What follows belongs to an exercise in optimizing a design on an open flow for small area and a short achievable clock period; a production flow would make more cautious choices.
Where RTL was checked, it was by simulation tests only, not by an equivalence proof against the original.
No activity file was given, so power comes from the tool's default toggle rates.

## before
==> flow/design.v <==
module d_register
#(
    parameter WIDTH = 8
)
(
    input [WIDTH - 1 : 0] d ,
    input clk,
    input rst,
    output reg [WIDTH - 1 : 0] q
);
always @ (posedge clk or posedge rst) begin
    if (rst)
        q <= 0;
    else
        q <= d;
end
endmodule
module d_flipflop
(
    input d,
    input clk,
    input rst,
    output reg q
);
always @ (posedge clk or posedge rst) begin
    if (rst)
        q <= 1'b0;
    else
        q <= d;
end
endmodule
module negator
#(
parameter INPUT_WIDTH = 7
)
(
input [INPUT_WIDTH - 1 : 0] in,
input  en,
output [INPUT_WIDTH : 0] out
);
assign out = (en) ? ( (~{1'b0,in}) + 1 ): {1'b0, in}; 
endmodule
module mem_byte
(
    input            clk,
    input            we,
    input            hold,
    input            sel,
    input      [7:0] wd,
    output reg [7:0] q,
    output     [7:0] rd_n
);
always @(posedge clk)
    q <= ({8{we}} & wd) | ({8{hold}} & q);
assign rd_n = ~({8{sel}} & q);
endmodule
module register_file
(
    input            clk,
    input            rst,
    input      [3:0] ldm_we,
    input      [7:0] mem_rd,
    input      [7:0] rest0,
    input      [7:0] rest1,
    input      [7:0] rest2,
    input      [7:0] rest3,
    output reg [7:0] q0,
    output reg [7:0] q1,
    output reg [7:0] q2,
    output reg [7:0] q3
);
always @(posedge clk or posedge rst) begin
    if (rst) begin
        q0 <= 8'd0;
        q1 <= 8'd0;
        q2 <= 8'd0;
        q3 <= 8'd0;
    end else begin
        q0 <= ({8{ldm_we[0]}} & mem_rd) | rest0;
        q1 <= ({8{ldm_we[1]}} & mem_rd) | rest1;
        q2 <= ({8{ldm_we[2]}} & mem_rd) | rest2;
        q3 <= ({8{ldm_we[3]}} & mem_rd) | rest3;
    end
end
endmodule
module t_nand4
(
    input  [7:0] a0,
    input  [7:0] a1,
    input  [7:0] a2,
    input  [7:0] a3,
    output [7:0] y
);
assign y = ~(a0 & a1 & a2 & a3);
endmodule
module t_nand3
(
    input  [7:0] a0,
    input  [7:0] a1,
    input  [7:0] a2,
    output [7:0] y
);
assign y = ~(a0 & a1 & a2);
endmodule
module t_nor2
(
    input  [7:0] a0,
    input  [7:0] a1,
    output [7:0] y
);
assign y = ~(a0 | a1);
endmodule
module t_selgen
(
    input  [3:0]  s,
    input  [15:0] r0,
    input  [15:0] r1,
    input  [15:0] r2,
    input  [15:0] r3,
    output [15:0] y_n
);
wire [15:0] p_n = ~(({16{s[0]}} & r0) | ({16{s[1]}} & r1));
wire [15:0] q_n = ~(({16{s[2]}} & r2) | ({16{s[3]}} & r3));
assign y_n = ~(~p_n | ~q_n);
endmodule
module control_unit
(
input [2:0] instruction,
output [1:0] op,
output branch,
output ldh,
output rd_ram,
output ldc,
output w_reg,
output w_ram
);
assign op = rom_output[7:6];
assign branch = rom_output[5];
assign ldh = rom_output[4];
assign rd_ram = rom_output[3];
assign ldc = rom_output[2];
assign w_reg = rom_output[1];
assign w_ram = rom_output[0];
reg [7:0] rom_output;
always @ (instruction) begin
    case (instruction)
        0: rom_output = 8'b00000010;
        1: rom_output = 8'b01000010;
        2: rom_output = 8'b10000010;
        3: rom_output = 8'b00100000;
        4: rom_output = 8'b00001010;
        5: rom_output = 8'b00000001;
        6: rom_output = 8'b00000110;
        7: rom_output = 8'b00010110;
    endcase
end
endmodule
module top
(
    input rst,
    input clk,
    input button,
    output [5:0] leds,
    output [7:0] imem_addr,
    input [7:0] imem_data
);
reg [7:0] pc;
reg       flag;
wire [7:0] ra, rb, rc, rd;
reg       clr;
wire [7:0] I  = imem_data;
wire [2:0] op = I[7:5];
wire is_bgt = (op == 3'd3);
wire is_ld  = (op == 3'd4);
wire is_str = (op == 3'd5);
wire is_ldc = op[2] & op[1];
wire [1:0] s1 = is_ldc ? {1'b0, I[4]} : I[4:3];
wire [1:0] s2 = I[2:1];
reg [7:0] a, b;
always @(*) begin
    case (s1)
        2'd0: a = ra;
        2'd1: a = rb;
        2'd2: a = rc;
        default: a = rd;
    endcase
    case (s2)
        2'd0: b = ra;
        2'd1: b = rb;
        2'd2: b = rc;
        default: b = rd;
    endcase
end
wire [3:0] s2_oh = 4'd1 << s2;
wire [15:0] lo_r [0:3];
wire [15:0] hi_r [0:3];
genvar gi;
generate
    for (gi = 0; gi < 16; gi = gi + 1) begin : pre_g
        assign lo_r[0][gi] = (ra[3:0] == gi);
        assign lo_r[1][gi] = (rb[3:0] == gi);
        assign lo_r[2][gi] = (rc[3:0] == gi);
        assign lo_r[3][gi] = (rd[3:0] == gi);
        assign hi_r[0][gi] = (ra[7:4] == gi);
        assign hi_r[1][gi] = (rb[7:4] == gi);
        assign hi_r[2][gi] = (rc[7:4] == gi);
        assign hi_r[3][gi] = (rd[7:4] == gi);
    end
endgenerate
wire [15:0] lo_sel_n, hi_sel_n;
t_selgen lo_gen (.s(s2_oh), .r0(lo_r[0]), .r1(lo_r[1]), .r2(lo_r[2]), .r3(lo_r[3]), .y_n(lo_sel_n));
t_selgen hi_gen (.s(s2_oh), .r0(hi_r[0]), .r1(hi_r[1]), .r2(hi_r[2]), .r3(hi_r[3]), .y_n(hi_sel_n));
wire [255:0] sel;
generate
    for (gi = 0; gi < 256; gi = gi + 1) begin : sel_g
        assign sel[gi] = ~(hi_sel_n[gi / 16] | lo_sel_n[gi % 16]);
    end
endgenerate
wire [7:0] rd_n [0:254];
wire [7:0] mem_q [0:254];
generate
    for (gi = 0; gi < 255; gi = gi + 1) begin : byte_g
        wire we = is_str & sel[gi];
        mem_byte u (.clk(clk), .we(we), .hold(~(we | clr)), .sel(sel[gi]),
                    .wd(a), .q(mem_q[gi]), .rd_n(rd_n[gi]));
    end
endgenerate
wire [7:0] l1 [0:63];
wire [7:0] l2 [0:31];
wire [7:0] l3 [0:7];
wire [7:0] l4 [0:3];
wire [7:0] mem_rd;
generate
    for (gi = 0; gi < 63; gi = gi + 1) begin : l1_g
        t_nand4 u (.a0(rd_n[4*gi]), .a1(rd_n[4*gi+1]), .a2(rd_n[4*gi+2]),
                   .a3(rd_n[4*gi+3]), .y(l1[gi]));
    end
    for (gi = 0; gi < 32; gi = gi + 1) begin : l2_g
        t_nor2 u (.a0(l1[2*gi]), .a1(l1[2*gi+1]), .y(l2[gi]));
    end
    for (gi = 0; gi < 8; gi = gi + 1) begin : l3_g
        t_nand4 u (.a0(l2[4*gi]), .a1(l2[4*gi+1]), .a2(l2[4*gi+2]),
                   .a3(l2[4*gi+3]), .y(l3[gi]));
    end
    for (gi = 0; gi < 4; gi = gi + 1) begin : l4_g
        t_nor2 u (.a0(l3[2*gi]), .a1(l3[2*gi+1]), .y(l4[gi]));
    end
endgenerate
t_nand3 l1_last (.a0(rd_n[252]), .a1(rd_n[253]), .a2(rd_n[254]), .y(l1[63]));
t_nand4 l5 (.a0(l4[0]), .a1(l4[1]), .a2(l4[2]), .a3(l4[3]), .y(mem_rd));
assign leds = ~{mem_q[254][0], mem_q[253][0], mem_q[252][0],
                mem_q[251][0], mem_q[250][0], mem_q[249][0]} | {6{clr}};
wire [7:0] sum  = a + b;
wire [7:0] nnd  = ~(a & b);
wire [7:0] shr  = (b[7:3] != 5'd0) ? 8'd0 : (a >> b[2:0]);
wire       gt   = a > b;
reg [7:0] wdata;
always @(*) begin
    case (op)
        3'd1: wdata = nnd;
        3'd2: wdata = shr;
        3'd6: wdata = {a[7:4], I[3:0]};
        3'd7: wdata = {I[3:0], a[3:0]};
        default: wdata = sum;
    endcase
end
wire [3:0] s1_oh  = 4'd1 << s1;
wire       wr_alu = ~(is_bgt | is_str | is_ld);
wire [3:0] ldm_we = s1_oh & {4{is_ld & ~clr}};
wire [3:0] ld_we  = s1_oh & {4{is_ld}};
wire [3:0] alu_we = s1_oh & {4{wr_alu}};
wire [3:0] keep   = ~(ld_we | alu_we);
wire [7:0] btn8   = {7'b0, sel[255] & button};
wire [7:0] rq [0:3];
wire [7:0] rest [0:3];
assign rq[0] = ra;
assign rq[1] = rb;
assign rq[2] = rc;
assign rq[3] = rd;
generate
    for (gi = 0; gi < 4; gi = gi + 1) begin : rest_g
        assign rest[gi] = ({8{ld_we[gi]}} & btn8) | ({8{alu_we[gi]}} & wdata) |
                          ({8{keep[gi]}} & rq[gi]);
    end
endgenerate
register_file regs (.clk(clk), .rst(rst), .ldm_we(ldm_we), .mem_rd(mem_rd),
                    .rest0(rest[0]), .rest1(rest[1]), .rest2(rest[2]), .rest3(rest[3]),
                    .q0(ra), .q1(rb), .q2(rc), .q3(rd));
wire [7:0] off  = I[4] ? (8'd0 - {4'd0, I[3:0]}) : {4'd0, I[3:0]};
wire       take = is_bgt & flag;
wire [7:0] pc_next = pc + (take ? off : 8'd1);
always @(posedge clk or posedge rst) begin
    if (rst) begin
        pc   <= 8'd0;
        flag <= 1'b0;
        clr  <= 1'b1;
    end else begin
        pc   <= pc_next;
        flag <= gt;
        clr  <= 1'b0;
    end
end
assign imem_addr = pc;
endmodule
make LEC_CHECK=0 CAP_MARGIN=20 CORE_MARGIN=2 CORE_UTILIZATION=55 CTS_CLUSTER_DIAMETER=100 CTS_CLUSTER_SIZE=24 PLACE_DENSITY=0.65 SETUP_SLACK_MARGIN=3.0 SLEW_MARGIN=20 SYNTH_HIERARCHICAL=1 finish   # period 7.5 ns
run.sh (not shown) runs the stock make flow with config.mk's settings and CLKGATE_MAP_FILE= SYNTH_SCRIPT=/design/flow/synth_recipe.tcl, a recipe that flattens the netlist after the stock synthesis.
The following lists how after was set up differently from before:
- removing CTS_CLUSTER_DIAMETER (formerly 100)
- removing CTS_CLUSTER_SIZE (formerly 24)
==> comparison <==
- after went all the way through the flow, and no timing, DRC or antenna check failed.
- before: all stages complete, timing, DRC and antenna checks passed
- Against before as the reference, after delivers a higher fmax.
- Where net switching power figure is concerned, before is better than after.
- Looking at routed wire length, after sits above before.


Another version of the RTL of top (not shown whole).
For scale: roughly 2100 flip-flops, ~25 I/O pins, ~86000 sq um of cells after synthesis.
Settings: LEC_CHECK=0, CAP_MARGIN=20, CORE_MARGIN=2, CORE_UTILIZATION=55, CTS_CLUSTER_DIAMETER=120, CTS_CLUSTER_SIZE=30, PLACE_DENSITY=0.65, SETUP_SLACK_MARGIN=3.0, SLEW_MARGIN=20, SYNTH_HIERARCHICAL=1; clock period 7.5 ns.
Next try:
Settings changed: CTS_CLUSTER_DIAMETER 120 to default, CTS_CLUSTER_SIZE 30 to default.
Critical path depth is higher by 1. Non-clock buffer count is lower by 14. Wire length rises slightly. Maximum frequency went up slightly. Global-route usage increases by 0.41 points. Clock power came out higher by well over a third.
Next try:
Settings changed: CORE_UTILIZATION 55 to 70, PLACE_DENSITY 0.65 to 0.8.
Result: The changed run ran to the end with no violations; design area drops by about 1.3%; cell count went down by about 4.5%; utilization increases by 16 points.
Function was not checked in any run of this note: the RTL went through the layout flow alone.


== v6 ==
top, a different RTL version from the one above (not shown whole).
Size in the first run: about 7200 cells after synthesis, roughly 25 I/O pins, ~82000 µm² of cells after synthesis.
export LEC_CHECK = 0
export CAP_MARGIN = 20
export CORE_MARGIN = 2
export CORE_UTILIZATION = 55
export CTS_BUF_LIST = sky130_fd_sc_hd__clkbuf_4 sky130_fd_sc_hd__clkbuf_8
export PLACE_DENSITY = 0.65
export SETUP_SLACK_MARGIN = 3.0
export SLEW_MARGIN = 20
export SYNTH_HIERARCHICAL = 1
create_clock -name core_clock -period 7.5 [get_ports {clk}]
For v7, these inputs were changed with respect to v6:
- clearing CTS_BUF_LIST, which used to be sky130_fd_sc_hd__clkbuf_4 sky130_fd_sc_hd__clkbuf_8
- Looking at final worst-path setup slack, v7 sits 0.19 ns below v6.
- v7 and v6 ended up with nearly the same post-layout utilization of the core.
- v7 finished end to end and its layout was clean on timing, DRC and antenna.
- v7 against v6; via count is down slightly.
- v7 vs v6 — fmax dropped by a few percent
- Post-layout net count, v7 and v6: lower on v7
- Buffer levels on the longest clock path delta for v7 relative to v6: 1 lower
No run of this note included a check of the RTL's function; only the layout flow was run.


== job 101 ==
Another version of the RTL of top (not shown whole).
Size in the first run: roughly 7000 cells after synthesis, roughly 2100 flip-flops, about 25 I/O pins.
make LEC_CHECK=0 CAP_MARGIN=20 CORE_MARGIN=2 CORE_UTILIZATION=55 PLACE_DENSITY=0.65 SETUP_SLACK_MARGIN=0 SLEW_MARGIN=20 SYNTH_HIERARCHICAL=1 finish   # period 7.5 ns
Input changes introduced in job 102 (baseline for comparison: job 101):
# job 101
export LEC_CHECK = 0
export CAP_MARGIN = 20
export CORE_MARGIN = 2
export CORE_UTILIZATION = 55
export PLACE_DENSITY = 0.65
export SETUP_SLACK_MARGIN = 0
export SLEW_MARGIN = 20
export SYNTH_HIERARCHICAL = 1
create_clock -name core_clock -period 7.5 [get_ports {clk}]
# job 102
export LEC_CHECK = 0
export CAP_MARGIN = 20
export CORE_MARGIN = 2
export CORE_UTILIZATION = 55
export PLACE_DENSITY = 0.65
export SETUP_SLACK_MARGIN = 3.0
export SLEW_MARGIN = 20
export SYNTH_HIERARCHICAL = 1
create_clock -name core_clock -period 7.5 [get_ports {clk}]
==> notes.md <==
Area of the multi-input gates: job 101 and job 102 compared, lower one is job 101
Job 102 ends up with a post-detailed-routing wire length that is 4300 um higher than in job 101.
Compared with job 101, in job 102 met2 capacity usage during global routing climbed 0.16 points; global-route usage over all layers rose by 0.22 points; growth of design area from synthesis to finish rose by 3.5 points; met3 track utilization from global routing went down by 0.52 points; pin count of the biggest net entering global routing rose by 33%.
NOTE final standard cell area without fillers job 101->job 102 increased by a few percent
On clock insertion delay at the later pin of the skew report: between job 101 and job 102, it ends up higher for job 102.


Another version of the RTL of top (not shown whole).
Size in the first run: ~9400 cells after synthesis, ~2100 flip-flops, roughly 25 I/O pins.
Settings: LEC_CHECK=0, CAP_MARGIN=10, CORE_MARGIN=2, CORE_UTILIZATION=55, CTS_CLUSTER_DIAMETER=100, CTS_CLUSTER_SIZE=24, PLACE_DENSITY=0.65, SETUP_SLACK_MARGIN=4.0, SLEW_MARGIN=10, SYNTH_HIERARCHICAL=1; clock period 7.5 ns.
The starting point ran to the end with no violations.
Next try:
--- a/flow/config.mk
+++ b/flow/config.mk
@@ -7,3 +7,3 @@
 export LEC_CHECK = 0
-export CAP_MARGIN = 10
+export CAP_MARGIN = 20
 export CORE_MARGIN = 2
@@ -14,3 +14,3 @@
 export SETUP_SLACK_MARGIN = 4.0
-export SLEW_MARGIN = 10
+export SLEW_MARGIN = 20
 export SYNTH_HIERARCHICAL = 1
Routed wire length is unchanged; die area does not change; sequential power stays flat; setup slack stays the same; total power does not change; count of clock-buffer cells in the layout stays the same; clock power barely changes; fmax does not change; final area is unchanged; global-route usage stays the same.


run 1:
Another version of the RTL of top (not shown whole).
For scale: roughly 9500 cells after synthesis, about 2100 flip-flops, about 25 I/O pins, ~88000 µm² of cells after synthesis.
Settings: LEC_CHECK=0, CAP_MARGIN=20, CORE_MARGIN=2, CORE_UTILIZATION=55, CTS_CLUSTER_DIAMETER=100, CTS_CLUSTER_SIZE=24, PLACE_DENSITY=0.65, SETUP_SLACK_MARGIN=3.5, SLEW_MARGIN=20, SYNTH_HIERARCHICAL=1; clock period 7.5 ns.
Run 1 closes out successfully: all stages finished, all timing, DRC and antenna checks passed.
Input changes introduced in run 2 (baseline for comparison: run 1):
--- a/flow/config.mk
+++ b/flow/config.mk
@@ -13,3 +13,3 @@
 export PLACE_DENSITY = 0.65
-export SETUP_SLACK_MARGIN = 3.5
+export SETUP_SLACK_MARGIN = 4.0
 export SLEW_MARGIN = 20
Taking run 1 as the reference, in run 2 wire length after detailed routing went down; switching power summed over all nets higher; worst-margin pin slew went down.
Looking at the reports, run 2 completed the entire flow and the layout it produced met the timing, DRC and antenna checks.
Max sequential share of layout area across run 2 and run 1: run 1
According to the power report, total power for run 2 is higher than for run 1.
#### Input delta (run 3 over run 2)
--- a/flow/config.mk
+++ b/flow/config.mk
@@ -13,3 +13,3 @@
 export PLACE_DENSITY = 0.65
-export SETUP_SLACK_MARGIN = 4.0
+export SETUP_SLACK_MARGIN = 4.5
 export SLEW_MARGIN = 20
Results
Although run 3 finished all stages, its layout failed final checks on max-slew violations. Fill cell instance count of the final layout, run 2 and run 3, higher one = run 2. Diff run 2 and run 3: wire length of the first global-routing pass higher in run 3. Compared with run 2, run 3 shows combinational power higher by about 23%. Diff run 2 -> run 3: sequential fraction of design power fell 2.4 points; net count of the finished layout rose 532. Total power: run 3 above run 2. Cells: run 3 has more instances than run 2.

-- port drivers added, routing unchanged --
The flow's constraints put no driver on any port. The routed layouts listed below were extracted and timed again, unchanged, in two steps.
Step 1, drivers: a clkbuf_16 drives clk and a buf_2 each remaining input, both assumed.
Step 2 moves the port delays by t, midway between the first and last clock arrival at a register: inputs arrive t later, outputs are due t later. That takes back most of the time a late clock gives input paths.
Slacks: ideal / step 1 / step 2; pairs: ideal / step 1.
| run | shift t [ns] | setup WS [ns] | cell pins on the clock port's net |
|---|---|---|---|
| before | 0.824 | 2.895 / 2.939 / 2.116 | 1 |
| after | 0.916 | 2.933 / 2.919 / 2.003 | 1 |
| the first run of note 2 | 0.831 | 2.773 / 2.800 / 1.969 | 1 |
| the second run of note 2 | 0.930 | 2.817 / 2.846 / 1.915 | 1 |
| the third run of note 2 | 0.929 | 2.771 / 2.783 / 1.854 | 1 |
| v6 | 1.070 | 2.670 / 2.556 / 1.486 | 1 |
| v7 | 0.899 | 2.482 / 2.446 / 1.547 | 1 |
| job 101 | 0.906 | 0.510 / 0.569 / -0.337 | 1 |
| job 102 | 0.911 | 2.062 / 2.094 / 1.183 | 1 |
| the first run of note 5 | 0.843 | 3.564 / 3.346 / 2.503 | 1 |
| the second run of note 5 | 0.843 | 3.564 / 3.346 / 2.503 | 1 |
| run 1 | 0.845 | 3.367 / 3.307 / 2.462 | 1 |
| run 2 | 0.847 | 3.581 / 3.429 / 2.582 | 1 |
| run 3 | 0.853 | 3.428 / 3.406 / 2.553 | 1 |
Met with ideal ports but missed after step 2: setup timing in job 101. For v6, which loses most, drivers alone change the setup slack by -0.114 ns; drivers and shift together by -1.184 ns.
